Background: an optimization exercise with open tools, aiming at small area and a short achievable clock period. Do not read the settings as production practice.
At most, simulation tests tie the RTL to the original design; equivalence was not proved.

==> job 9271: inputs <==
==> flow/design.v (excerpt) <==
module top (input logic clk, rst,
            input logic enable, din,
            input logic signed [10:0] x,
            output logic signed [11:0] q,
            output logic spike);
logic [13:0] x7;
logic [16:0] x33;
logic s1_0_s;
logic s1_0_c;
logic s1_1_s;
logic s1_1_c;
logic s1_2_s;
logic s1_2_c;
logic s1_3_s;
logic s1_3_c;
logic s1_4_s;
logic s1_4_c;
logic s1_5_s;
logic s1_5_c;
logic s1_6_s;
logic s1_6_c;
logic s1_7_s;
logic s1_7_c;
logic s1_8_s;
logic s1_8_c;
logic s1_9_s;
logic s1_9_c;
logic s1_10_s;
logic s1_10_c;
logic s1_11_s;
logic s1_11_c;
logic s1_12_s;
logic s1_12_c;
logic s1_13_s;
logic s1_13_c;
logic s1_14_s;
logic s1_14_c;
logic s1_15_s;
logic s1_15_c;
logic s1_16_s;
logic s1_16_c;
logic s1_17_s;
logic s1_17_c;
logic s1_18_s;
logic s1_18_c;
logic s1_19_s;
logic s1_19_c;
logic s1_20_s;
logic s1_20_c;
logic s1_21_s;
logic s1_21_c;
logic s1_22_s;
logic s1_22_c;
logic s1_23_s;
  ...
clock: 12.0 ns
lec_check: 0
abc_area: 1
cap_margin: 20
core_margin: 2
core_utilization: 40
setup_slack_margin: 5
slew_margin: 60
synth_hierarchical: 1
synth_minimum_keep_size: 0
standard.sh (not shown) runs the stock make flow with config.mk's settings and CLKGATE_MAP_FILE= SYNTH_SCRIPT=/design/flow/synth_recipe.tcl, a recipe that flattens the netlist after the stock synthesis.
==> flow/flow/run.sh <==
#!/bin/bash
# Standard ORFS layout (the standard.sh), with timing repair aimed at a
# setup slack of 8.3 ns at the design's 12 ns clock, so that the resizer keeps
# improving paths that already meet 12 ns.  Logs: standard.log and orfs/logs.
set -euo pipefail
bash standard.sh SETUP_SLACK_MARGIN=8.3 TNS_END_PERCENT=30 BUFFER_PORTS_ARGS="-buffer_cell sky130_fd_sc_hd__buf_2" finish > standard.log 2>&1
==> job 4905 (differences from job 9271) <==
--- a/flow/design.v
+++ b/flow/design.v
@@ -504,10 +504,11 @@
 logic [4:0] btp_n;
 logic [4:0] btn_n;
 logic [11:0] zs;
 logic [11:0] r5_n;
 logic [11:0] r5p;
+logic [11:0] r5m;
 logic [12:0] za;
 logic [12:0] zb;
 logic [11:0] pp0;
 logic bng0;
 logic [11:0] pp1;
@@ -1386,12 +1387,13 @@
 assign pp4[8] = (bop[4] & za[9]) | (bon[4] & ~za[9]) | (btp[4] & za[8]) | (btn[4] & ~za[8]);
 assign pp4[9] = (bop[4] & za[10]) | (bon[4] & ~za[10]) | (btp[4] & za[9]) | (btn[4] & ~za[9]);
 assign pp4[10] = (bop[4] & za[11]) | (bon[4] & ~za[11]) | (btp[4] & za[10]) | (btn[4] & ~za[10]);
 assign pp4[11] = (bop[4] & za[12]) | (bon[4] & ~za[12]) | (btp[4] & za[11]) | (btn[4] & ~za[11]);
 assign bng4 = bon[4] | btn[4];
-assign r5p = (t1n[9] ^ t1n[10]) ? (t1n[10] ? ~zs : zs) : 12'd0;
-assign r5_n = r5p + 12'd3414 + {11'd0, ~t1n[9] & t1n[10]};
+assign r5p = zs + 12'd3414;
+assign r5m = 12'd3414 - zs;
+assign r5_n = (t1n[9] & ~t1n[10]) ? r5p : (~t1n[9] & t1n[10]) ? r5m : 12'd3414;
 always_ff @(posedge clk) begin
   bop <= bop_n;
   bon <= bon_n;
   btp <= btp_n;
   btn <= btn_n;
==> flow/flow/run.sh (replaced) <==
#!/bin/bash
# Standard ORFS layout (the standard.sh), with timing repair aimed at a
# setup slack of 8.0 ns at the design's 12 ns clock, so that the resizer keeps
# improving paths that already meet 12 ns.  Logs: standard.log and orfs/logs.
set -euo pipefail
bash standard.sh SETUP_SLACK_MARGIN=8.0 BUFFER_PORTS_ARGS="-buffer_cell sky130_fd_sc_hd__buf_2" finish > standard.log 2>&1
- ABC_AREA: 1 -> unset
==> job 2468 (differences from job 9271) <==
==> flow/flow/run.sh (replaced) <==
#!/bin/bash
# Standard ORFS layout (the standard.sh), with timing repair aimed at a
# setup slack of 8.3 ns at the design's 12 ns clock, so that the resizer keeps
# improving paths that already meet 12 ns.  Logs: standard.log and orfs/logs.
set -euo pipefail
bash standard.sh SETUP_SLACK_MARGIN=8.3  BUFFER_PORTS_ARGS="-buffer_cell sky130_fd_sc_hd__buf_2" finish > standard.log 2>&1
- SLEW_MARGIN: 60 -> 20
==> comparison table <==
quantity	job 9271	job 4905	job 2468
First-pass GRT wire length	115 mm	104 mm	114 mm
Hold path cells	2	1	2
Outcome	no timing/DRC/antenna violations	no timing/DRC/antenna violations	no timing/DRC/antenna violations
Share of the synthesized area in compound gates (AO/OA/AOI/OAI)	14.0%	9.73%	14.0%
Adder-Cell Fraction of Synth Area	36.9%	38.1%	36.9%
Number of distinct library cells after synthesis	55	72	55
Number of cell instances on the worst register-to-register path	14	14	13
Met1 layer wirelength in the final routing	33.8 mm	28.9 mm	33.7 mm
Worst slack, placed	7.70 ns	7.52 ns	7.21 ns
Wire length on met3	2.54 mm	1.91 mm	3.03 mm
Highest fanout seen on the critical path	5	4	7
Die Area	0.0767 mm^2	0.0746 mm^2	0.0767 mm^2
Iteration-0 DRC Markers	1416	928	1236
Cell Area, Placed	0.0311 mm^2	0.0302 mm^2	0.0310 mm^2
For job 4905, only the layout was checked, not whether the RTL still works.


==> inputs of job 4278 <==
Another version of the RTL of top (not shown whole).
Settings: LEC_CHECK=0, CAP_MARGIN=20, CORE_MARGIN=2, CORE_UTILIZATION=40, SETUP_SLACK_MARGIN=5, SLEW_MARGIN=60, SYNTH_HIERARCHICAL=1, SYNTH_MINIMUM_KEEP_SIZE=0; clock period 12.0 ns.
==> flow/flow/run.sh <==
#!/bin/bash
# Standard ORFS layout (the standard.sh), with timing repair aimed at a
# setup slack of 8.0 ns at the design's 12 ns clock, so that the resizer keeps
# improving paths that already meet 12 ns.  Logs: standard.log and orfs/logs.
set -euo pipefail
bash standard.sh SETUP_SLACK_MARGIN=8.0 BUFFER_PORTS_ARGS="-buffer_cell sky130_fd_sc_hd__buf_2" finish > standard.log 2>&1
==> job 3071 (differences from job 4278) <==
==> flow/flow/run.sh (replaced) <==
#!/bin/bash
# Standard ORFS layout (the standard.sh), with timing repair aimed at a
# setup slack of 8.6 ns at the design's 12 ns clock, so that the resizer keeps
# improving paths that already meet 12 ns.  Logs: standard.log and orfs/logs.
set -euo pipefail
bash standard.sh SETUP_SLACK_MARGIN=8.6 finish > standard.log 2>&1
==> comparison table <==
Result of the run: job 4278 complete, no violations; job 3071 complete, no violations
Sequential cell area share: job 4278 25.2%; job 3071 23.0%
Share of the core filled with cells: job 4278 45.5%; job 3071 50.7%
1st-iter DRT viols: job 4278 906; job 3071 945
Worst path max stage delay: job 4278 510 ps; job 3071 580 ps
Pin count of the biggest net entering global routing: job 4278 99; job 3071 97
Area used by sequential logic in the layout: job 4278 0.00823 mm²; job 3071 0.00833 mm²
Count of clock-net buffers in the final layout: job 4278 57; job 3071 59
Buffer count from post-CTS setup fixing: job 4278 10; job 3071 172
Post-layout net count: job 4278 3,509; job 3071 3,692
Clock network area share: job 4278 4.72%; job 3071 4.76%
Worst path required time: job 4278 12,470 ps; job 3071 12,480 ps
Detailed placer's ending HPWL: job 4278 48,500 µm; job 3071 49,300 µm
Part of the cycle the worst path needs: job 4278 33.9%; job 3071 34.2%

## separate check: timing with driven ports
No port has a modelled driver above. Below, the same layouts with a new extraction and two added sets of constraints. Step 1 assumes that a clkbuf_16 drives the clock port and a buf_2 every other input. Step 2 adds t to the input delays and takes it off the output delays; t is the mean of the earliest and latest rising clock arrival at the registers after step 1. Input paths then give back, and output paths get back, about the clock's delay inside the block. a / b / c = ideal / step 1 / step 2; a / b = the first two.
| run | shift t [ns] | setup WS [ns] | hold WS [ns] | worst setup path after step 2 |
|---|---|---|---|---|
| job 9271 | 0.657 | 8.353 / 8.353 / 7.745 | 0.396 / 0.396 / 0.396 | input to register |
| job 4905 | 0.649 | 8.066 / 8.066 / 7.489 | 0.439 / 0.439 / 0.439 | input to register |
| job 2468 | 0.655 | 8.374 / 8.374 / 7.797 | 0.400 / 0.400 / 0.400 | input to register |
| job 4278 | 0.647 | 7.928 / 7.928 / 7.570 | 0.438 / 0.438 / 0.438 | input to register |
| job 3071 | 0.645 | 7.894 / 7.894 / 7.606 | 0.438 / 0.438 / 0.438 | input to register |
After both steps every run listed still meets setup and hold. The setup slack of job 9271, which loses most, moves by 0.000 ns with the drivers and by -0.608 ns with both steps.
